From an optimization exercise on the open Yosys and OpenROAD flow, aimed at a short achievable clock period and few clock cycles; shortcuts taken in it are not production practice.
No functional check of the RTL was part of any run shown here.
No activity file was given, so power comes from the tool's default toggle rates.

==> flow/config.mk <==
export PLATFORM = sky130hd
export DESIGN_NAME = cpu_pipeline
export DESIGN_NICKNAME = cpu_pipeline
export VERILOG_FILES = /design/flow/design.v
export SDC_FILE = /design/flow/constraint.sdc
export NUM_CORES = 8
export LEC_CHECK = 0
export CAP_MARGIN = 40
export CORE_MARGIN = 2
export CORE_UTILIZATION = 40
export CTS_CLUSTER_DIAMETER = 100
export CTS_CLUSTER_SIZE = 20
export PLACE_DENSITY = 0.6
export SETUP_SLACK_MARGIN = 5
export SLEW_MARGIN = 40
==> flow/constraint.sdc <==
create_clock -name core_clock -period 13.0 [get_ports {clk}]
set_input_delay 2.6000 -clock core_clock [delete_from_list [all_inputs] [get_ports {clk}]]
set_output_delay 2.6000 -clock core_clock [all_outputs]
set_load 0.01 [all_outputs]
==> flow/design.v <==
module ALU (
    input  [31:0] A,
    input  [31:0] B,
    input  [4:0]  sh,
    input  arith,                
    input  sub,                  
    input  op_slt, op_sltu,
    input  op_and, op_or, op_xor, op_nor, op_passb,
    input  op_sll, op_srl, op_sra,
    output [31:0] S
);
wire [31:0] Bx = B ^ {32{sub}};
wire [31:0] p0 = A ^ Bx;
wire [31:0] g0 = A & Bx;
wire [32*6-1:0] G, P;
assign G[31:0] = {g0[31:1], g0[0] | (p0[0] & sub)};
assign P[31:0] = p0;
genvar i, l;
generate
for (l = 0; l < 5; l = l + 1) begin : lv
    for (i = 0; i < 32; i = i + 1) begin : b
        if (i < (1 << l)) begin : pass
            assign G[32*(l+1)+i] = G[32*l+i];
            assign P[32*(l+1)+i] = P[32*l+i];
        end else begin : op
            assign G[32*(l+1)+i] = G[32*l+i] | (P[32*l+i] & G[32*l+i-(1<<l)]);
            assign P[32*(l+1)+i] = P[32*l+i] & P[32*l+i-(1<<l)];
        end
    end
end
endgenerate
wire [31:0] c = G[32*5 +: 32];               
wire [31:0] shl = B << sh;
wire [31:0] shr = B >> sh;
wire [31:0] sra = shr | ({32{B[31]}} & ~(32'hffff_ffff >> sh));
wire [31:0] other = ({32{op_and}}   & (A & B))
                  | ({32{op_or}}    & (A | B))
                  | ({32{op_xor}}   & (A ^ B))
                  | ({32{op_nor}}   & ~(A | B))
                  | ({32{op_passb}} & B)
                  | ({32{op_sll}}   & shl)
                  | ({32{op_srl}}   & shr)
                  | ({32{op_sra}}   & sra);
wire [31:1] s0 = ({31{arith}} &  p0[31:1]) | other[31:1];    
wire [31:1] s1 = ({31{arith}} & ~p0[31:1]) | other[31:1];    
assign S[31:1] = (s0 & ~c[30:0]) | (s1 & c[30:0]);
wire base0 = (arith & (p0[0] ^ sub)) | other[0];
wire t0 = base0 | (op_slt & (p0[31] | A[31]))  | (op_sltu & ~g0[31]);               
wire t1 = base0 | (op_slt & ~p0[31] & A[31])   | (op_sltu & ~g0[31] & ~p0[31]);    
assign S[0] = c[30] ? t1 : t0;
endmodule
module KSAdd #(parameter W = 30) (
    input  [W-1:0] a,
    input  [W-1:0] b,
    input          cin,
    output [W-1:0] s
);
wire [W-1:0] p0 = a ^ b;
wire [W-1:0] g0 = a & b;
localparam L = (W <= 1) ? 1 : (W <= 2) ? 1 : (W <= 4) ? 2 : (W <= 8) ? 3 : (W <= 16) ? 4 : (W <= 32) ? 5 : 6;
wire [W*(L+1)-1:0] G, P;
assign G[W-1:0] = {g0[W-1:1], g0[0] | (p0[0] & cin)};
assign P[W-1:0] = p0;
genvar i, l;
generate
for (l = 0; l < L; l = l + 1) begin : lv
    for (i = 0; i < W; i = i + 1) begin : b
        if (i < (1 << l)) begin : pass
            assign G[W*(l+1)+i] = G[W*l+i];
            assign P[W*(l+1)+i] = P[W*l+i];
        end else begin : op
            assign G[W*(l+1)+i] = G[W*l+i] | (P[W*l+i] & G[W*l+i-(1<<l)]);
            assign P[W*(l+1)+i] = P[W*l+i] & P[W*l+i-(1<<l)];
        end
    end
end
endgenerate
wire [W-1:0] c = G[W*L +: W];                
assign s = p0 ^ {c[W-2:0], cin};
endmodule
module ALUControl (
    input  [31:0] ir,
    output op_add, op_sub, op_slt, op_sltu,
    output op_and, op_or, op_xor, op_nor, op_passb,
    output op_sll, op_srl, op_sra
);
wire [5:0] op = ir[31:26];
wire [5:0] fn = ir[5:0];
wire is_r = (op == 6'h00);
assign op_add   = (is_r & (fn == 6'h20 | fn == 6'h21)) | op == 6'h08 | op == 6'h09 |
                  op == 6'h23 | op == 6'h2b;
assign op_sub   = is_r & (fn == 6'h22 | fn == 6'h23);
assign op_slt   = (is_r & fn == 6'h2a) | op == 6'h0a;
assign op_sltu  = (is_r & fn == 6'h2b) | op == 6'h0b;
assign op_and   = (is_r & fn == 6'h24) | op == 6'h0c;
assign op_or    = is_r & fn == 6'h25;
assign op_xor   = is_r & fn == 6'h26;
assign op_nor   = is_r & fn == 6'h27;
assign op_passb = op == 6'h0f | op == 6'h03 | (is_r & fn == 6'h09);
assign op_sll   = is_r & fn == 6'h00;
assign op_srl   = is_r & fn == 6'h02;
assign op_sra   = is_r & fn == 6'h03;
endmodule
module Control (
    input  [31:0] ir,
    output        uses_rs,       
    output        uses_rt,       
    output        b_rt,          
    output        b_sext,        
    output        b_zext,        
    output        b_lui,         
    output        b_pc4,         
    output        writes,        
    output [4:0]  dst,           
    output        is_lw,
    output        is_sw,
    output        is_beq,
    output        is_bne,
    output        is_blez,
    output        is_bgtz,
    output        is_bgez,
    output        is_br,         
    output        is_j,          
    output        is_jr,         
    output        is_jalr,       
    output        is_call,       
    output        is_ctl         
);
wire [5:0] op = ir[31:26];
wire [5:0] fn = ir[5:0];
wire [4:0] rt = ir[20:16];
wire [4:0] rd = ir[15:11];
wire is_r    = (op == 6'h00);
wire r_alu   = is_r & (fn == 6'h20 | fn == 6'h21 | fn == 6'h22 | fn == 6'h23 |
                       fn == 6'h24 | fn == 6'h25 | fn == 6'h26 | fn == 6'h27 |
                       fn == 6'h2a | fn == 6'h2b);
wire r_sh    = is_r & (fn == 6'h00 | fn == 6'h02 | fn == 6'h03);
assign is_jr   = is_r & (fn == 6'h08);
assign is_jalr = is_r & (fn == 6'h09);
wire i_sext  = (op == 6'h08) | (op == 6'h09) | (op == 6'h0a) | (op == 6'h0b);
wire i_andi  = (op == 6'h0c);
wire i_lui   = (op == 6'h0f);
assign is_lw   = (op == 6'h23);
assign is_sw   = (op == 6'h2b);
assign is_beq  = (op == 6'h04);
assign is_bne  = (op == 6'h05);
assign is_blez = (op == 6'h06);
assign is_bgtz = (op == 6'h07);
assign is_bgez = (op == 6'h01);
assign is_br   = is_beq | is_bne | is_blez | is_bgtz | is_bgez;
wire   is_jal  = (op == 6'h03);
assign is_j    = (op == 6'h02) | is_jal;
assign is_call = is_jal | is_jalr;
assign is_ctl  = is_br | is_j | is_jr | is_jalr;
assign uses_rs = r_alu | is_jr | is_jalr | i_sext | i_andi | is_lw | is_sw | is_br;
assign uses_rt = r_alu | r_sh | is_sw | is_beq | is_bne;
assign b_rt   = r_alu | r_sh | is_beq | is_bne;
assign b_sext = i_sext | is_lw | is_sw;
assign b_zext = i_andi;
assign b_lui  = i_lui;
assign b_pc4  = is_call;
assign writes = r_alu | r_sh | is_jalr | i_sext | i_andi | i_lui | is_lw | is_jal;
assign dst    = is_jal ? 5'd31 : (is_r ? rd : rt);
endmodule
module RegisterFile (
    input         clk,
    input         rst_n,
    input         we,
    input  [4:0]  wa,
    input  [31:0] wd,
    input  [31:0] ra1,           
    input  [31:0] ra2,           
    output [31:0] rd1,
    output [31:0] rd2
);
reg  [31:0] rf [1:31];
wire [31:0] q1 [0:31];
wire [31:0] q2 [0:31];
assign q1[0] = 32'd0;
assign q2[0] = 32'd0;
genvar i;
generate
for (i = 1; i < 32; i = i + 1) begin : g
    assign q1[i] = q1[i-1] | (rf[i] & {32{ra1[i]}});
    assign q2[i] = q2[i-1] | (rf[i] & {32{ra2[i]}});
    always @(posedge clk or negedge rst_n) begin
        if (~rst_n)
            rf[i] <= 32'd0;
        else if (we && wa == i)
            rf[i] <= wd;
    end
end
endgenerate
assign rd1 = q1[31];
assign rd2 = q2[31];
endmodule
module IF_BTB #(parameter N = 16, parameter TW = 12) (
    input clk,
    input rst_n,
    input  [TW-1:0] f_tag,
    output [N-1:0]  hit,         
    output          pt,          
    output          plx,         
    output [TW-1:0] ptgt,        
    input           upd,
    input           u_taken,
    input  [TW-1:0] u_tag,
    input  [TW-1:0] u_tgt,
    input           l_upd,       
    input  [N-1:0]  l_hit,       
    input           l_taken
);
reg  [N-1:0]  v;
reg  [N-1:0]  tv;                
reg  [TW-1:0] tag  [0:N-1];
reg  [TW-1:0] tgt  [0:N-1];
reg  [1:0]    ctr  [0:N-1];
reg  [3:0]    cnt  [0:N-1];      
reg  [3:0]    trip [0:N-1];
reg  [3:0]    rr;              
wire [N-1:0] hitnz, hitlx, um;
wire [TW-1:0] tsel [0:N];
assign tsel[0] = {TW{1'b0}};
wire alloc_any = upd & u_taken & ~(|um);
genvar i;
generate
for (i = 0; i < N; i = i + 1) begin : g
    wire [3:0] cnt1 = (cnt[i] == 4'd15) ? 4'd15 : cnt[i] + 4'd1;
    wire lx_now = tv[i] & (cnt[i] == trip[i]);
    wire lx_t   = tv[i] & (cnt1 == trip[i]);      
    wire lx_nt  = (cnt[i] == 4'd0);               
    wire pend   = l_upd & l_hit[i];
    wire lx     = pend ? (l_taken ? lx_t : lx_nt) : lx_now;
    assign hit[i]    = v[i] & (tag[i] == f_tag);
    assign hitnz[i]  = hit[i] & (|ctr[i]) & ~lx;
    assign hitlx[i]  = hit[i] & (|ctr[i]) & lx;
    assign um[i]     = v[i] & (tag[i] == u_tag);
    assign tsel[i+1] = tsel[i] | ({TW{hit[i]}} & tgt[i]);
    wire alloc = alloc_any & (rr == i);
    always @(posedge clk) begin
        if (alloc) begin
            tag[i]   <= u_tag;
            tgt[i]   <= u_tgt;
            ctr[i]   <= 2'd2;
        end else if (upd & um[i]) begin
            if (u_taken) begin
                tgt[i]   <= u_tgt;
                if (ctr[i] != 2'd3) ctr[i] <= ctr[i] + 2'd1;
            end else begin
                if (ctr[i] != 2'd0) ctr[i] <= ctr[i] - 2'd1;
            end
        end
    end
    always @(posedge clk) begin
        if (alloc) begin
            cnt[i] <= 4'd1;
        end else if (l_upd & l_hit[i]) begin
            if (l_taken) begin
                cnt[i] <= cnt1;
            end else begin
                trip[i] <= cnt[i];
                cnt[i]  <= 4'd0;
            end
        end
    end
    always @(posedge clk or negedge rst_n) begin
        if (~rst_n) begin
            tv[i] <= 1'b0;
        end else if (alloc) begin
            tv[i] <= 1'b0;
        end else if (l_upd & l_hit[i] & ~l_taken) begin
            tv[i] <= 1'b1;
        end
    end
end
endgenerate
assign pt   = |hitnz;
assign plx  = |hitlx;
assign ptgt = tsel[N];
always @(posedge clk or negedge rst_n) begin
    if (~rst_n) begin
        v  <= {N{1'b0}};
        rr <= 0;
    end else if (alloc_any) begin
        v[rr] <= 1'b1;
        rr    <= rr + 1'b1;
    end
end
endmodule
module IDForward (
    input  [4:0] r,
    input        e_rw,
    input  [4:0] e_dst,
    output       sel_em
);
assign sel_em = e_rw & (e_dst == r);
endmodule
module BranchCond (
    input  [31:0] m,             
    input  [31:0] ra,            
    input  [31:0] rb,            
    input  [31:0] pnpc,          
    input  a_m,                  
    input  b_m,                  
    input  is_beq, is_bne, is_blez, is_bgtz, is_bgez,
    output taken,
    output jr_ne                 
);
wire eq_mr = (m == rb);
wire eq_rm = (ra == m);
wire eq_rr = (ra == rb);
wire eq = a_m ? (b_m | eq_mr) : (b_m ? eq_rm : eq_rr);
wire zero = a_m ? (m == 32'd0) : (ra == 32'd0);
wire neg  = a_m ? m[31] : ra[31];
assign jr_ne = a_m ? (m != pnpc) : (ra != pnpc);
assign taken = (is_beq  & eq)
             | (is_bne  & ~eq)
             | (is_blez & (neg | zero))
             | (is_bgtz & ~neg & ~zero)
             | (is_bgez & ~neg);
endmodule
module MEM (
    input         is_lw,
    input  [31:0] alu_res,
    input  [31:0] rdata,
    output [31:0] res
);
assign res = is_lw ? rdata : alu_res;
endmodule
module cpu_pipeline (
    input clk,           
    input rst_n,         
    output [31:0] imem_addr,     
    input  [31:0] imem_rdata,    
    output [31:0] dmem_addr,     
    output [31:0] dmem_wdata,    
    output        dmem_we,       
    input  [31:0] dmem_rdata     
);
reg  [31:0] pc;
reg         d_valid;
reg  [31:0] d_ir, d_pc4, d_pnpc;
reg  [11:0] d_tag;
reg  [15:0] d_hit;
reg  [31:0] d_rs_oh, d_rt_oh;    
reg         d_pt, d_lx;
reg  [31:0] e_a, e_b, e_sd, e_pc4, e_bt, e_pnpc;
reg  [4:0]  e_sh, e_dst;
reg  [11:0] e_tag;
reg  [15:0] e_hit;
reg         e_rw, e_lw, e_sw, e_br, e_jr, e_jalr;
reg         e_kill;              
reg         e_beq, e_bne, e_blez, e_bgtz, e_bgez;
reg         e_pt, e_ptok;
reg         e_a_m, e_a_r, e_b_m, e_b_r, e_s_m, e_s_r;
reg         e_add, e_sub, e_slt, e_sltu, e_and, e_or, e_xor, e_nor, e_passb;
reg         e_sll, e_srl, e_sra;
reg  [31:0] m_res, m_sd;
reg         m_we, m_rw, m_lw;
reg  [4:0]  m_dst;
reg  [31:0] w_res;
reg         w_rw;
reg  [4:0]  w_dst;
reg  [31:0] pci, ma;
reg  [31:0] ra;
reg         u_upd, u_taken;
reg         l_upd, l_taken;
reg  [15:0] l_hit;
reg  [11:0] u_tag, u_tgt;
wire        taken, jr_ne;
wire        e_rwv   = e_rw   & ~e_kill;
wire        e_lwv   = e_lw   & ~e_kill;
wire        e_swv   = e_sw   & ~e_kill;
wire        e_brv   = e_br   & ~e_kill;
wire        e_jrxv  = (e_jr | e_jalr) & ~e_kill;
wire        e_jalrv = e_jalr & ~e_kill;
wire [31:0] pcx = pci;
wire [31:0] f_pc4 = {pcx[31], pcx[30:0] + 31'd4};
wire        f_pt, f_plx;
wire [15:0] f_hit;
wire [11:0] f_ptgt;
IF_BTB #(.N(16), .TW(12)) BTB (
    .clk    (clk),
    .rst_n  (rst_n),
    .f_tag  (pcx[13:2]),
    .hit    (f_hit),
    .pt     (f_pt),
    .plx    (f_plx),
    .ptgt   (f_ptgt),
    .upd    (u_upd),
    .u_taken(u_taken),
    .u_tag  (u_tag),
    .u_tgt  (u_tgt),
    .l_upd  (l_upd),
    .l_hit  (l_hit),
    .l_taken(l_taken)
);
wire        d_call;
wire [31:0] ras   = (d_valid & d_call) ? d_pc4 : ra;
wire        f_j   = (imem_rdata[31:27] == 5'b00001);
wire        f_jr  = (imem_rdata[31:26] == 6'h00) & (imem_rdata[5:0] == 6'h08);
wire [31:0] f_jt  = {f_pc4[31:28], imem_rdata[25:0], 2'b00};
wire [31:0] f_npc = f_j  ? f_jt :
                    f_jr ? ras  :
                    f_pt ? {pcx[31:14], f_ptgt, 2'b00} : f_pc4;
wire        f_ptk = f_j | f_jr | f_pt;
assign imem_addr = {~pc[31], pc[30:0]};
wire [31:0] f_rs_oh = 32'd1 << imem_rdata[25:21];
wire [31:0] f_rt_oh = 32'd1 << imem_rdata[20:16];
wire [4:0]  d_rs  = d_ir[25:21];
wire [4:0]  d_rt  = d_ir[20:16];
wire [15:0] d_imm = d_ir[15:0];
wire d_uses_rs, d_uses_rt, d_b_rt, d_b_sext, d_b_zext, d_b_lui, d_b_pc4, d_writes;
wire [4:0] d_dst;
wire d_lw, d_sw, d_beq, d_bne, d_blez, d_bgtz, d_bgez, d_br, d_j, d_jr, d_jalr, d_ctl;
Control C1 (
    .ir     (d_ir),
    .uses_rs(d_uses_rs),
    .uses_rt(d_uses_rt),
    .b_rt   (d_b_rt),
    .b_sext (d_b_sext),
    .b_zext (d_b_zext),
    .b_lui  (d_b_lui),
    .b_pc4  (d_b_pc4),
    .writes (d_writes),
    .dst    (d_dst),
    .is_lw  (d_lw),
    .is_sw  (d_sw),
    .is_beq (d_beq),
    .is_bne (d_bne),
    .is_blez(d_blez),
    .is_bgtz(d_bgtz),
    .is_bgez(d_bgez),
    .is_br  (d_br),
    .is_j   (d_j),
    .is_jr  (d_jr),
    .is_jalr(d_jalr),
    .is_call(d_call),
    .is_ctl (d_ctl)
);
wire d_add, d_sub, d_slt, d_sltu, d_and, d_or, d_xor, d_nor, d_passb, d_sll, d_srl, d_sra;
ALUControl AC1 (
    .ir      (d_ir),
    .op_add  (d_add),
    .op_sub  (d_sub),
    .op_slt  (d_slt),
    .op_sltu (d_sltu),
    .op_and  (d_and),
    .op_or   (d_or),
    .op_xor  (d_xor),
    .op_nor  (d_nor),
    .op_passb(d_passb),
    .op_sll  (d_sll),
    .op_srl  (d_srl),
    .op_sra  (d_sra)
);
wire [31:0] rf_rs, rf_rt;
RegisterFile RF (
    .clk  (clk),
    .rst_n(rst_n),
    .we   (w_rw),
    .wa   (w_dst),
    .wd   (w_res),
    .ra1  (d_rs_oh),
    .ra2  (d_rt_oh),
    .rd1  (rf_rs),
    .rd2  (rf_rt)
);
wire [31:0] m_out;
wire d_rs_m = m_rw && m_dst == d_rs;
wire d_rt_m = m_rw && m_dst == d_rt;
wire d_rs_w = w_rw && w_dst == d_rs;
wire d_rt_w = w_rw && w_dst == d_rt;
wire [31:0] d_rsv = d_rs_m ? m_out : d_rs_w ? w_res : rf_rs;
wire [31:0] d_rtv = d_rt_m ? m_out : d_rt_w ? w_res : rf_rt;
wire d_rw = d_writes & (d_dst != 5'd0);
wire stall = d_valid & e_lwv &
             ((d_uses_rs & (e_dst == d_rs)) | (d_uses_rt & (e_dst == d_rt)));
wire [31:2] d_bts;
KSAdd #(.W(30)) BTA (
    .a  (d_pc4[31:2]),
    .b  ({{14{d_imm[15]}}, d_imm}),
    .cin(1'b0),
    .s  (d_bts)
);
wire [31:0] d_bt = {d_bts, d_pc4[1:0]};
wire red_b  = d_br & ~d_pt & ~d_lx & d_imm[15];   
wire red_nc = d_pt & ~d_ctl;                      
wire d_red  = d_valid & (red_b | red_nc);
wire [31:0] d_rtgt = red_b ? d_bt : d_pc4;
wire a_em, b_em;
IDForward FA (.r(d_rs), .e_rw(e_rwv), .e_dst(e_dst), .sel_em(a_em));
IDForward FB (.r(d_rt), .e_rw(e_rwv), .e_dst(e_dst), .sel_em(b_em));
wire [31:0] d_bval = d_b_rt   ? d_rtv :
                     d_b_sext ? {{16{d_imm[15]}}, d_imm} :
                     d_b_zext ? {16'd0, d_imm} :
                     d_b_lui  ? {d_imm, 16'd0} :
                                d_pc4;
wire [31:0] A  = ({32{e_a_m}} & m_res) | ({32{e_a_r}} & e_a);
wire [31:0] B  = ({32{e_b_m}} & m_res) | ({32{e_b_r}} & e_b);
wire [31:0] SD = ({32{e_s_m}} & m_res) | ({32{e_s_r}} & e_sd);
wire [31:0] e_res;
ALU A1 (
    .A(A), .B(B), .sh(e_sh),
    .arith(e_add), .sub(e_sub), .op_slt(e_slt), .op_sltu(e_sltu),
    .op_and(e_and), .op_or(e_or), .op_xor(e_xor), .op_nor(e_nor), .op_passb(e_passb),
    .op_sll(e_sll), .op_srl(e_srl), .op_sra(e_sra),
    .S(e_res)
);
BranchCond BC (
    .m(m_res), .ra(e_a), .rb(e_b), .pnpc(e_pnpc),
    .a_m(e_a_m), .b_m(e_b_m),
    .is_beq(e_beq), .is_bne(e_bne), .is_blez(e_blez), .is_bgtz(e_bgtz), .is_bgez(e_bgez),
    .taken(taken), .jr_ne(jr_ne)
);
wire mis_br  = e_brv & (taken ? ~e_ptok : e_pt);   
wire mis_jr  = e_jrxv & jr_ne;                      
wire e_mis   = mis_br | mis_jr;
MEM MEM1 (.is_lw(m_lw), .alu_res(m_res), .rdata(dmem_rdata), .res(m_out));
assign dmem_addr  = ma;
assign dmem_wdata = m_sd;
assign dmem_we    = m_we;
wire d_go = d_valid & ~stall;             
wire [31:0] pc_fd = stall ? pcx : d_red ? d_rtgt : f_npc;
wire [31:0] pc_xt   = e_ptok ? pc_fd : e_bt;
wire [31:0] pc_xn   = e_pt   ? e_pc4 : pc_fd;
wire [31:0] pc_br   = taken  ? pc_xt : pc_xn;
wire [31:0] pc_next = e_brv  ? pc_br : (mis_jr ? A : pc_fd);
wire [31:0] pc_next_i = ({32{e_brv &  taken}} & pc_xt) | ({32{e_brv & ~taken}} & pc_xn) |
                        ({32{~e_brv &  mis_jr}} & A)   | ({32{~e_brv & ~mis_jr}} & pc_fd);
always @(posedge clk or negedge rst_n) begin
    if (~rst_n) begin
        pc      <= 32'h0000_0000;
        pci     <= 32'h8000_0000;
        d_valid <= 1'b0;
    end else begin
        pc      <= {~pc_next[31], pc_next[30:0]};
        pci     <= pc_next_i;
        d_valid <= ~e_mis & (stall | ~d_red);
    end
end
always @(posedge clk) begin
    if (~stall) begin
        d_ir   <= imem_rdata;
        d_rs_oh <= f_rs_oh;
        d_rt_oh <= f_rt_oh;
        d_tag  <= pcx[13:2];
        d_pc4  <= f_pc4;
        d_pnpc <= f_npc;
        d_pt   <= f_ptk;
        d_lx   <= f_plx;
        d_hit  <= f_hit;
    end
end
always @(posedge clk or negedge rst_n) begin
    if (~rst_n) begin
        ra <= 32'd0;
    end else if (d_valid & d_call) begin
        ra <= d_pc4;
    end
end
always @(posedge clk or negedge rst_n) begin
    if (~rst_n) begin
        e_rw <= 1'b0; e_lw <= 1'b0; e_sw <= 1'b0;
        e_br <= 1'b0; e_jr <= 1'b0; e_jalr <= 1'b0;
        e_kill <= 1'b0;
    end else begin
        e_rw    <= d_go & d_rw;
        e_lw    <= d_go & d_lw & d_rw;
        e_sw    <= d_go & d_sw;
        e_br    <= d_go & d_br;
        e_jr    <= d_go & d_jr;
        e_jalr  <= d_go & d_jalr;
        e_kill  <= e_mis;
    end
end
always @(posedge clk) begin
    e_a    <= d_rsv;
    e_b    <= d_bval;
    e_sd   <= d_rtv;
    e_sh   <= d_ir[10:6];
    e_dst  <= d_dst;
    e_pc4  <= d_pc4;
    e_bt   <= d_bt;
    e_pnpc <= d_red ? d_rtgt : d_pnpc;
    e_pt   <= d_pt | red_b;
    e_ptok <= red_b | (d_pt & (d_pnpc == d_bt));
    e_tag  <= d_tag;
    e_hit  <= d_hit;
    e_beq  <= d_beq; e_bne <= d_bne; e_blez <= d_blez; e_bgtz <= d_bgtz; e_bgez <= d_bgez;
    e_a_m  <= a_em;
    e_a_r  <= ~a_em;
    e_b_m  <= b_em & d_b_rt;
    e_b_r  <= ~(b_em & d_b_rt);
    e_s_m  <= b_em;
    e_s_r  <= ~b_em;
    e_add <= d_add | d_sub; e_sub <= d_sub | d_slt | d_sltu; e_slt <= d_slt; e_sltu <= d_sltu;
    e_and <= d_and; e_or <= d_or; e_xor <= d_xor; e_nor <= d_nor; e_passb <= d_passb;
    e_sll <= d_sll; e_srl <= d_srl; e_sra <= d_sra;
end
always @(posedge clk or negedge rst_n) begin
    if (~rst_n) begin
        u_upd <= 1'b0;
        l_upd <= 1'b0;
    end else begin
        u_upd <= e_brv | e_jalrv;
        l_upd <= e_brv;
    end
end
always @(posedge clk) begin
    u_taken <= ~e_br | taken;
    l_taken <= taken;
    l_hit   <= e_hit;
    u_tgt   <= e_jalr ? A[13:2] : e_bt[13:2];
    u_tag   <= e_tag;
end
always @(posedge clk or negedge rst_n) begin
    if (~rst_n) begin
        m_we <= 1'b0;
        m_rw <= 1'b0;
    end else begin
        m_we <= e_swv;
        m_rw <= e_rwv;
    end
end
always @(posedge clk or negedge rst_n) begin
    if (~rst_n) begin
        ma <= 32'd0;
    end else begin
        ma <= e_res;
    end
end
always @(posedge clk) begin
    m_res <= e_res;
    m_sd  <= SD;
    m_lw  <= e_lwv;
    m_dst <= e_dst;
end
always @(posedge clk or negedge rst_n) begin
    if (~rst_n) begin
        w_rw <= 1'b0;
    end else begin
        w_rw <= m_rw;
    end
end
always @(posedge clk) begin
    w_res <= m_out;
    w_dst <= m_dst;
end
endmodule
==> flow/flow/run.sh <==
#!/bin/bash
# Layout flow: the standard flow (standard.sh: ORFS with the standard
# synthesis), with two changes to how the layout is made; the constraints
# (constraint.sdc) are unchanged:
#  - timing repair aims at a larger setup slack margin, so that it works
#    towards the period the design can reach rather than the design's 13 ns;
#  - after global placement, flow/outbuf.tcl moves each output port's buffer
#    next to the register that feeds it (detailed placement legalizes it).
# Each tool's log is in orfs/logs/; make's own output is in flow_make.log.
set -euo pipefail
MARGIN=${MARGIN:-9.3}
sed -e "s|SETUP_SLACK_MARGIN=[-0-9.]*|SETUP_SLACK_MARGIN=$MARGIN POST_GLOBAL_PLACE_TCL=$PWD/flow/outbuf.tcl|" standard.sh > standard_margin.sh
grep -q "SETUP_SLACK_MARGIN=$MARGIN" standard_margin.sh
bash standard_margin.sh finish > flow_make.log 2>&1
==> flow/flow/outbuf.tcl <==
# Move the buffer of each output port, and any inverter or buffer between
# it and the register that feeds it, next to that register, so that the
# buffer, not the register, drives the wire to the pin. Detailed placement
# legalizes the moved cells afterwards.
proc outbuf_driver {inst} {
  foreach it [$inst getITerms] {
    if {[$it isInputSignal] && [$it getNet] != "NULL"} {
      foreach jt [[$it getNet] getITerms] {
        if {[$jt isOutputSignal]} { return [$jt getInst] }
      }
    }
  }
  return ""
}
proc outbuf_is_single {inst} {
  set n 0
  foreach it [$inst getITerms] {
    if {[$it isInputSignal] && [$it getNet] != "NULL"} { incr n }
  }
  set m [[$inst getMaster] getName]
  return [expr {$n == 1 && [regexp {__(inv|buf|clkbuf|clkinv)_} $m]}]
}
set block [ord::get_db_block]
set moved 0
foreach bterm [$block getBTerms] {
  if {[$bterm getIoType] != "OUTPUT"} { continue }
  set net [$bterm getNet]
  if {$net == "NULL"} { continue }
  set buf ""
  foreach it [$net getITerms] {
    if {[$it isOutputSignal]} { set buf [$it getInst] }
  }
  if {$buf == ""} { continue }
  set chain [list $buf]
  set src [outbuf_driver $buf]
  while {$src != "" && [outbuf_is_single $src] && [llength $chain] < 4} {
    lappend chain $src
    set src [outbuf_driver $src]
  }
  if {$src == ""} { continue }
  set loc [$src getLocation]
  foreach c $chain {
    $c setLocation [lindex $loc 0] [lindex $loc 1]
    incr moved
  }
}
puts "outbuf: moved $moved cells next to the registers that drive the outputs"
==> flow/standard.sh <==
#!/bin/bash
# synth_recipe.tcl (not shown) runs the flow's synth.tcl, then flattens the netlist and writes it again
# the make line also repeats each setting of config.mk as NAME=value (left out here)
make -C /OpenROAD-flow-scripts/flow DESIGN_CONFIG=/design/flow/config.mk WORK_HOME=/design/flow/orfs CLKGATE_MAP_FILE= SYNTH_SCRIPT=/design/flow/synth_recipe.tcl "${@:-finish}"
==> insert_results.sql, run 1 <==
INSERT INTO impl_metrics (metric_group, metric, value, unit) VALUES
('clocking', 'clock_sink_count', '2303', ''),
('place', 'place_worst_setup_slack', '7350', 'ps'),
('synthesis', 'synth-warning-count', '9', ''),
('worst_setup_path', 'cp_slowest_stage_delay', '820', 'ps'),
('layout', 'seqCellArea', '58500', 'um2'),
('floorplan', 'die_y', '537', 'um'),
('timing', 'final_critical_path_setup_slack', '8840', 'ps'),
('synthesis', 'ys_seq_area_share', '51.2', '%'),
('worst_setup_path', 'cp_data_required_time', '13750', 'ps'),
('layout', 'finish.net_count', '10400', ''),
('clocking', 'cts-buffers-inserted', '142', ''),
('drt', 'routedWlPerCell', '38.0', 'um'),
('worst_setup_path', 'slowest_stage', 'sky130_fd_sc_hd__a222oi_1', ''),
('synthesis', 'syn_nets', '10300', ''),
('timing', 'setup_viol', '0', ''),
('worst_setup_path', 'crit_path_cell_trace', 'mux2i_1 -> xor2_1 -> nand4_1 -> nor4_2 -> a32oi_2 -> mux2i_1 -> nand2_2 -> and3b_4 -> buf_12 -> buf_12 -> a222oi_1 -> a21boi_2 -> o21ai_1', ''),
('layout', 'area_growth_syn_to_layout', '14.4', '%'),
('power', 'p_leak', '53.5', 'nW'),
('timing', 'finalCriticalPeriod', '4160', 'ps'),
('layout', 'num-fill-cells', '25700', ''),
('grt', 'grt_util_met3', '11.9', '%'),
('floorplan', 'floorplan.core_area', '283000', 'um2'),
('synthesis', 'number_of_enable_flip_flop_cells_after_synthesis', '636', ''),
('drt', 'dr.pass1.iters', '13', ''),
('clocking', 'worstSkewPairLatency', '900', 'ps'),
('clocking', 'maximum_buffer_depth_of_the_clock_tree', '4', ''),
('grt', 'grt-ovfl-total', '0', ''),
('grt', 'first_pass_grt_wire_length', '727', 'mm'),
('synthesis', 'postSynthCellCount', '10100', ''),
('timing', 'finalClockSkew', '95.7', 'ps'),
('timing', 'period_share', '32.0', '%'),
('place', 'port_buffers', '162', ''),
('grt', 'grt_max_degree', '149', ''),
('drt', 'post_drt_via_cell_ratio', '6.87', ''),
('power', 'vdd.ir_drop.worst', '0.000143', 'V'),
('worst_setup_path', 'path_buf_inv', '2', ''),
('timing', 'setup_tns', '0', 'ps'),
('worst_setup_path', 'endpoint_kind', 'register', ''),
('timing', 'rsz0062_at_grt', 'true', ''),
('clocking', 'cts_root_buffer', 'sky130_fd_sc_hd__clkbuf_16', ''),
('layout', 'multiInputGateArea', '54000', 'um2'),
('synthesis', 'synth_seq_cells', '2303', ''),
('floorplan', 'dieArea', '289000', 'um2'),
('timing', 'hold_viol_final', '0', ''),
('synthesis', 'cell_area_after_technology_mapping', '114000', 'um2'),
('clocking', 'worst_setup_hold_path_clk_slew', '90', 'ps'),
('synthesis', 'post_synth.cell_area_avg', '11.3', 'um2'),
('floorplan', 'rows', '195', ''),
('grt', 'first_global_vias', '92000', ''),
('synthesis', 'synthFlopType', 'sky130_fd_sc_hd__dfrtp_1', ''),
('power', 'power_density', '153', 'nW/um2'),
('worst_setup_path', 'cp-start-kind', 'register', ''),
('timing', 'report.final.slew_viol_count', '0', ''),
('grt', 'use_met1', '45.2', '%'),
('drt', 'drc', '0', ''),
('worst_hold_path', 'holdCritPathClass', 'reg2reg', ''),
('drt', 'drt_iter0_drc', '15400', ''),
('layout', 'post_route_cells_drive_above_1_share', '24.7', '%'),
('timing', 'maxSlewHeadroom', '34.6', '%'),
('floorplan', 'initial_core_util', '40.3', '%'),
('grt', 'gr_layer_usage_met2', '50.6', '%'),
('worst_setup_path', 'critical-path-top-delay-family', 'compound AO/OA/AOI/OAI gates', ''),
('worst_setup_path', 'criticalPathCategory', 'reg2reg', ''),
('drt', 'finalWirelength', '531', 'mm'),
('worst_setup_path', 'cp_data_arrival_time', '4920', 'ps'),
('grt', 'gr-max-usage-layer', 'met2', ''),
('grt', 'grt_antenna_before_repair', '31', ''),
('grt', 'grt_usage', '35.5', '%'),
('worst_setup_path', 'worstPathMaxFanout', '8', ''),
('timing', 'max_freq', '240', 'MHz'),
('drt', 'route.vias.total', '96100', ''),
('floorplan', 'die-width', '537', 'um'),
('synthesis', 'synth_cell_type_count', '110', ''),
('outcome', 'run_status', 'complete, no violations', ''),
('floorplan', 'io_pins', '163', ''),
('worst_setup_path', 'worst-r2r-setup-slack', '8840', 'ps'),
('timing', 'worst_slew_pin_slew', '978', 'ps'),
('place', 'place.detailed.hpwl', '323', 'mm'),
('clocking', 'cts_tree', 'built', ''),
('drt', 'number_of_nets_with_antenna_violations_after_detailed_routing', '0', ''),
('clocking', 'clock_tree.htree_level_count', '4', ''),
('clocking', 'hold_buffer_count_at_cts', '0', ''),
('run', 'maxCapViolations', '0', ''),
('synthesis', 'async_flop_share', '50.8', '%');
[cell type report]
type	count	area share [%]
inverters	204	0.600
clock inverters	16	0.167
well taps	3743	3.59
multi-input cells	6722	41.5
flip-flops and latches	2303	44.9
repair buffers	752	6.13
diodes	20	0.0384
clock buffers	229	3.09
[cells in the mapped netlist (all sizes together) (25+ instances only)]
| master | count | share of area (%) |
|---|---|---|
| and3 | 56 | 0.31 |
| a31oi | 76 | 0.42 |
| nand2b | 76 | 0.42 |
| nand4 | 251 | 1.4 |
| a22oi | 445 | 2.9 |
| o22ai | 41 | 0.23 |
| dfxtp | 498 | 8.8 |
| inv | 201 | 0.66 |
| ha | 164 | 1.8 |
| mux2 | 1045 | 10 |
| xnor2 | 551 | 4.2 |
| nand3b | 38 | 0.25 |
| o21a | 41 | 0.27 |
| a221oi | 327 | 2.5 |
| dfrtp | 1168 | 26 |
| nand3 | 293 | 1.3 |
| nand2 | 516 | 1.7 |
| nor2 | 407 | 1.4 |
| clkbuf | 603 | 2.0 |
| mux2i | 228 | 2.0 |
| xor2 | 216 | 1.7 |
| a222oi | 93 | 0.82 |
| edfxtp | 636 | 17 |
| a21oi | 308 | 1.4 |
| buf | 235 | 1.1 |
| a21o | 50 | 0.33 |
| a22o | 397 | 3.1 |
| nor2b | 29 | 0.16 |
| nor4 | 101 | 0.58 |
| o211ai | 96 | 0.64 |
| nor3 | 189 | 0.84 |
| or2 | 25 | 0.14 |
| o21ai | 331 | 1.5 |
[cells by family (layout without fill, tap and decap cells)]
logic type	count (synthesis)	count (layout)	synth area share [%]
AO/OA/AOI/OAI	2424	2425	15.8
XOR/XNOR	767	767	5.90
adder cells (fa/ha/maj)	165	165	1.82
buffers and inverters	1042	1201	3.74
flip-flops	2303	2303	51.2
multiplexers	1281	1281	12.5
other	0	20	0
AND/OR/NAND/NOR	2074	2084	9.05
[report_power, final]
part / switching [W] / leakage [nW] / internal (W)
Clock: 0.00266 / 2.03 / 0.00218
Combinational: 0.00354 / 25.0 / 0.00223
Sequential: 0.00102 / 26.5 / 0.00834
[cells in the final DEF (no fill, tap or decap), types with 50 or more instances in the layout]
cell and instances:
sky130_fd_sc_hd__a21oi_1 283, sky130_fd_sc_hd__a221oi_1 325, sky130_fd_sc_hd__a222oi_1 93, sky130_fd_sc_hd__a22o_1 381, sky130_fd_sc_hd__a22oi_1 430, sky130_fd_sc_hd__a31oi_1 71
sky130_fd_sc_hd__and3_1 53, sky130_fd_sc_hd__buf_12 53, sky130_fd_sc_hd__buf_4 399, sky130_fd_sc_hd__buf_6 159, sky130_fd_sc_hd__clkbuf_1 79, sky130_fd_sc_hd__clkbuf_16 154
sky130_fd_sc_hd__clkdlybuf4s50_1 50, sky130_fd_sc_hd__dfrtp_1 1165, sky130_fd_sc_hd__dfxtp_1 374, sky130_fd_sc_hd__dfxtp_2 106, sky130_fd_sc_hd__edfxtp_1 636, sky130_fd_sc_hd__ha_1 132
sky130_fd_sc_hd__inv_1 185, sky130_fd_sc_hd__mux2_2 1044, sky130_fd_sc_hd__mux2i_1 220, sky130_fd_sc_hd__nand2_1 484, sky130_fd_sc_hd__nand2b_1 72, sky130_fd_sc_hd__nand3_1 282
sky130_fd_sc_hd__nand4_1 250, sky130_fd_sc_hd__nor2_1 361, sky130_fd_sc_hd__nor3_1 145, sky130_fd_sc_hd__nor4_1 68, sky130_fd_sc_hd__o211ai_1 95, sky130_fd_sc_hd__o21ai_0 255
sky130_fd_sc_hd__xnor2_1 542, sky130_fd_sc_hd__xor2_1 214
[state kept, by name, summed over array words and instances (netlist names), 64 cells and up]
name / count
BTB.cnt: 64
BTB.trip: 64
BTB.tgt: 192
RF.rf: 992
BTB.tag: 192
[routing by layer]
metal	part of all wire [%]	up-vias	wire [um]
met5	0.071	-	375
met4	9.0	27	47900
met3	13	2164	70600
met2	41	7526	216000
met1	37	48400	196000
li1	-	38000	-
[through the flow]
stage	cell area [um2]	power [W]	instances	hold WS (ps)	utilization (%)
2_1_floorplan	114000	0.0121	10100	310	-
3_5_place_dp	120000	0.0142	13400	312	42.5
3_3_place_gp	120000	0.0142	13400	310	42.3
6_report	130000	0.0200	14000	286	46.1
4_1_cts	128000	0.0194	13900	308	45.3
5_1_grt	130000	0.0205	14000	326	46.1
[what timing repair did]
item,4_1_cts,5_1_grt
pin swaps,95,130
hold endpoints to repair,0,0
buffers inserted,175,86
endpoints found under the setup margin,1248,990
gates resized for setup,925,301
gates cloned,29,5
[worst paths after layout]
check                          start  depth (start not counted)      endpoint
setup / recovery           m_res[27]                         13        pc[29]
hold / removal              d_hit[5]                          0      e_hit[5]
setup reg to reg           m_res[27]                         13        pc[29]
hold reg to reg             d_hit[5]                          0      e_hit[5]
max in group asynchronous      rst_n                          4  RF.rf[4][23]
min in group asynchronous      rst_n                          1         ra[4]
==> run 2: changes to the inputs <==
--- a/flow/flow/run.sh
+++ b/flow/flow/run.sh
@@ -8,7 +8,7 @@
 #    next to the register that feeds it (detailed placement legalizes it).
 # Each tool's log is in orfs/logs/; make's own output is in flow_make.log.
 set -euo pipefail
-MARGIN=${MARGIN:-9.3}
+MARGIN=${MARGIN:-9}
 sed -e "s|SETUP_SLACK_MARGIN=[-0-9.]*|SETUP_SLACK_MARGIN=$MARGIN POST_GLOBAL_PLACE_TCL=$PWD/flow/outbuf.tcl|" standard.sh > standard_margin.sh
 grep -q "SETUP_SLACK_MARGIN=$MARGIN" standard_margin.sh
 bash standard_margin.sh finish > flow_make.log 2>&1
--- a/flow/config.mk
+++ b/flow/config.mk
@@ -7,9 +7,9 @@
 export LEC_CHECK = 0
 export CAP_MARGIN = 40
 export CORE_MARGIN = 2
-export CORE_UTILIZATION = 40
+export CORE_UTILIZATION = 50
 export CTS_CLUSTER_DIAMETER = 100
 export CTS_CLUSTER_SIZE = 20
-export PLACE_DENSITY = 0.6
+export PLACE_DENSITY = 0.68
 export SETUP_SLACK_MARGIN = 5
 export SLEW_MARGIN = 40
==> run 2 against run 1 <==
Effect of this change: still clean; core utilization is 9.3 points higher; synthesized cell count is the same; clock skew fell by 52 ps; fmax fell by 1.1%; non-clock buffer count shrank 159; clock power down 3%; combinational power shrank 7.3%; worst hold slack gained 34 ps.
==> insert_results.sql, run 2 <==
INSERT INTO impl_metrics (metric_group, metric, value, unit) VALUES
('floorplan', 'die-width', '481', 'um'),
('layout', 'largest_registers', 'RF.rf: 992 flops, BTB.tag: 192 flops, BTB.tgt: 192 flops', ''),
('worst_setup_path', 'worstPathMaxFanout', '32', ''),
('synthesis', 'synth_largest_area_cell', 'sky130_fd_sc_hd__dfrtp_1', ''),
('grt', 'grt_antenna_before_repair', '36', ''),
('layout', 'max_reg_flops', '992', ''),
('place', 'dp.cells', '12700', ''),
('timing', 'finalCriticalPeriod', '4210', 'ps'),
('drt', 'drt_iter0_drc', '17200', ''),
('drt', 'drc', '0', ''),
('worst_setup_path', 'rr_startpoint', 'e_a_r', ''),
('timing', 'rsz0062_at_grt', 'true', ''),
('synthesis', 'post_synth.cell_area_avg', '11.3', 'um2'),
('layout', 'largest_register', 'RF.rf', ''),
('grt', 'grt_usage', '41.5', '%'),
('power', 'power_density', '154', 'nW/um2'),
('clocking', 'cts-buffers-inserted', '136', ''),
('timing', 'hold_viol_final', '0', ''),
('worst_setup_path', 'cp_slowest_stage_delay', '540', 'ps'),
('drt', 'routedWlPerCell', '37.9', 'um'),
('synthesis', 'synth.top_cell.area_share', '25.7', '%'),
('floorplan', 'dieArea', '231000', 'um2'),
('worst_setup_path', 'cp_data_arrival_time', '4910', 'ps'),
('floorplan', 'initial_core_util', '50.2', '%'),
('worst_setup_path', 'endpoint_kind', 'register', ''),
('worst_setup_path', 'cell_depth_of_the_worst_flop_to_flop_path', '15', ''),
('place', 'place.detailed.hpwl', '308', 'mm'),
('grt', 'first_pass_grt_wire_length', '685', 'mm'),
('worst_hold_path', 'terminating_pin_of_the_worst_hold_path', 'u_tag[9]', ''),
('drt', 'finalWirelength', '496', 'mm'),
('worst_setup_path', 'critical-path-top-delay-family', 'compound AO/OA/AOI/OAI gates', ''),
('worst_setup_path', 'slowest_stage', 'sky130_fd_sc_hd__a22o_1', ''),
('timing', 'max_freq', '237', 'MHz'),
('worst_hold_path', 'hold_path_cells', '0', ''),
('worst_setup_path', 'worst-r2r-setup-slack', '8790', 'ps'),
('clocking', 'clock_tree.htree_level_count', '4', ''),
('floorplan', 'io_pins', '163', ''),
('worst_hold_path', 'holdCritPathClass', 'reg2reg', ''),
('layout', 'finish.cell_count_without_fillers', '13100', ''),
('drt', 'number_of_nets_with_antenna_violations_after_detailed_routing', '0', ''),
('timing', 'setup_tns', '0', 'ps'),
('grt', 'first_global_vias', '89700', ''),
('grt', 'grt_max_degree', '157', ''),
('synthesis', 'synth.cells.most_frequent', 'sky130_fd_sc_hd__dfrtp_1 (1168), sky130_fd_sc_hd__mux2_2 (1045), sky130_fd_sc_hd__edfxtp_1 (636)', ''),
('synthesis', 'ys_seq_area_share', '51.2', '%'),
('place', 'post_dp_cell_area', '119000', 'um2'),
('clocking', 'maximum_buffer_depth_of_the_clock_tree', '3', ''),
('run', 'maxCapViolations', '0', ''),
('place', 'port_buffers', '162', ''),
('synthesis', 'most_used_standard_cell_by_instance_count_after_synthesis', 'sky130_fd_sc_hd__dfrtp_1', ''),
('clocking', 'worst_setup_hold_path_clk_slew', '80', 'ps'),
('power', 'vdd.ir_drop.worst', '0.000139', 'V'),
('clocking', 'cts_tree', 'built', ''),
('synthesis', 'synth_seq_cells', '2303', ''),
('layout', 'finish.net_count', '10200', ''),
('synthesis', 'synth.area.top_cells', 'sky130_fd_sc_hd__dfrtp_1 (26%), sky130_fd_sc_hd__edfxtp_1 (17%), sky130_fd_sc_hd__mux2_2 (10%), sky130_fd_sc_hd__dfxtp_1 (8.8%), sky130_fd_sc_hd__xnor2_1 (4.2%)', ''),
('timing', 'worst_slew_pin_slew', '1060', 'ps'),
('synthesis', 'number_of_enable_flip_flop_cells_after_synthesis', '636', ''),
('floorplan', 'die_y', '481', 'um'),
('layout', 'layout.cells.most_common', 'sky130_fd_sc_hd__dfrtp_1', ''),
('timing', 'report.final.slew_viol_count', '0', ''),
('layout', 'area_growth_syn_to_layout', '10.4', '%'),
('clocking', 'hold_buffer_count_at_cts', '0', ''),
('layout', 'post_route_cells_drive_above_1_share', '21.3', '%'),
('layout', 'finalInstanceArea', '126000', 'um2'),
('grt', 'grt-ovfl-total', '0', ''),
('worst_setup_path', 'cp-start-kind', 'register', ''),
('timing', 'maxSlewHeadroom', '29.1', '%'),
('synthesis', 'syn_nets', '10300', ''),
('synthesis', 'synthFlopType', 'sky130_fd_sc_hd__dfrtp_1', ''),
('drt', 'dr.pass1.iters', '13', ''),
('clocking', 'clock_sink_count', '2303', ''),
('drt', 'route.vias.total', '96100', ''),
('timing', 'period_share', '32.4', '%'),
('layout', 'layout.cells.most_common_list', 'sky130_fd_sc_hd__dfrtp_1 (1167), sky130_fd_sc_hd__mux2_2 (1044), sky130_fd_sc_hd__edfxtp_1 (636)', ''),
('outcome', 'run_status', 'complete, no violations', ''),
('synthesis', 'postSynthCellCount', '10100', ''),
('clocking', 'cts_root_buffer', 'sky130_fd_sc_hd__clkbuf_16', ''),
('power', 'p_leak', '52.0', 'nW'),
('worst_hold_path', 'min_delay_src', 'e_tag[9]', ''),
('drt', 'post_drt_via_cell_ratio', '7.34', ''),
('synthesis', 'cell_area_after_technology_mapping', '114000', 'um2'),
('timing', 'setup_viol', '0', ''),
('worst_setup_path', 'crit_path_cell_trace', 'buf_4 -> a22o_1 -> ha_1 -> and3_1 -> o211ai_1 -> a21oi_4 -> o41ai_4 -> o21ai_2 -> a32o_2 -> nand4_1 -> a311oi_4 -> buf_4 -> nor2_2 -> nor2_2 -> a221o_1', ''),
('worst_setup_path', 'criticalPathCategory', 'reg2reg', ''),
('timing', 'finalClockSkew', '43.3', 'ps'),
('worst_setup_path', 'path_buf_inv', '2', ''),
('synthesis', 'async_flop_share', '50.8', '%'),
('synthesis', 'synth-warning-count', '9', ''),
('worst_setup_path', 'r2r_end', 'ma[30]', ''),
('floorplan', 'floorplan.core_area', '227000', 'um2'),
('synthesis', 'synth_cell_type_count', '110', ''),
('clocking', 'worstSkewPairLatency', '870', 'ps'),
('worst_setup_path', 'cp_data_required_time', '13700', 'ps'),
('floorplan', 'rows', '175', '');
[run 2: cell types whose count changed in the layout (fill, tap and decap cells not counted), sizes merged, moves of 2 or more]
cell / delta
dlymetal6s2s: +9
diode: +7
clkbuf: -3
inv: +3
clkdlybuf4s15: -2
buf: -150
bufbuf: -12
clkinvlp: -3
nor2: -2
[run 2: per-layer routing]
layer	global-route usage, %	vias up	part of all wire [%]
met5	0.373	-	0.097
met4	31.3	44	9.9
met3	16.7	2536	15
met2	57.7	8592	40
met1	51.5	47300	35
li1	-	37600	-
[run 2: repair_timing]
action,4_1_cts,5_1_grt
pin swaps,41,67
setup endpoints to repair,606,408
setup buffers,63,59
resized for setup,687,163
cloned,7,7
[run 2: how the worst max path moves through the flow]
stage,cells after the start,slack [ps],from,to
final,15,8790,e_a_r,ma[30]
after CTS,2,8950,pc[31],imem_addr[31]
after floorplan,13,8910,u_tag[3],BTB.tgt[11][0]
after detailed placement,11,7670,imem_rdata[27],pc[16]
after global placement,16,7110,e_b_m,ma[27]
after global routing,15,8720,e_b_m,pc[23]
[run 2: cell type report]
class	count	area, um2
clock buffer	232	3920
inverter	204	781
multi-input combinational	6718	52800
clock inverter	16	204
tap	3009	3760
timing repair buffer	593	5670
fill	19200	101000
sequential	2303	58400
antenna	27	67.6
[run 2: cells by family (layout without fill, tap and decap cells)]
group | Yosys count | after routing | synth area share [%]
compound gates | 2424 | 2425 | 15.8
flops | 2303 | 2303 | 51.2
simple gates | 2074 | 2080 | 9.05
mux | 1281 | 1281 | 12.5
buf+inv | 1042 | 1045 | 3.74
xor+xnor | 767 | 767 | 5.90
fa+ha+maj | 165 | 165 | 1.82
other cells | 0 | 27 | 0
[run 2: power breakdown]
| group | internal [W] | leakage, nW | switching (W) |
|---|---|---|---|
| Clock | 0.00211 | 1.97 | 0.00257 |
| Combinational | 0.00197 | 23.6 | 0.00338 |
| Sequential | 0.00834 | 26.4 | 0.00101 |
[run 2: metrics by stage]
stage	total power (W)	hold slack [ps]	worst slack, ps	utilization [%]
CTS	0.0189	327	8950	54.7
global route	0.0198	330	8720	55.4
finish	0.0194	320	8790	55.4
floorplan	0.0121	310	8910	-
detailed placement	0.0142	312	7670	52.4
global placement	0.0141	310	7110	52.2

-- separate check: timing with driven ports --
No port has a modelled driver above. Below, the same layouts with a new extraction and two added sets of constraints.
Step 1 (the two cells are an assumption about what drives the block):
set clk [get_ports {clk}]
set_driving_cell -lib_cell sky130_fd_sc_hd__clkbuf_16 $clk
set_driving_cell -lib_cell sky130_fd_sc_hd__buf_2 [delete_from_list [all_inputs] $clk]
Step 2 also shifts input and output timing later by t, the mid clock arrival at the registers, as if the neighbouring blocks saw the same clock.
a / b / c = ideal / step 1 / step 2; a / b = the first two.
run | t, ns | slack for setup (ns) | worst hold slack (ns)
run 1 | 0.943 | 8.836 / 8.836 / 8.354 | 0.286 / 0.286 / 0.286
run 2 | 0.929 | 8.788 / 8.788 / 7.975 | 0.320 / 0.320 / 0.320
After both steps setup and hold are still met in every run listed. For run 2, which loses most, drivers alone change the setup slack by 0.000 ns; drivers and shift together by -0.813 ns.
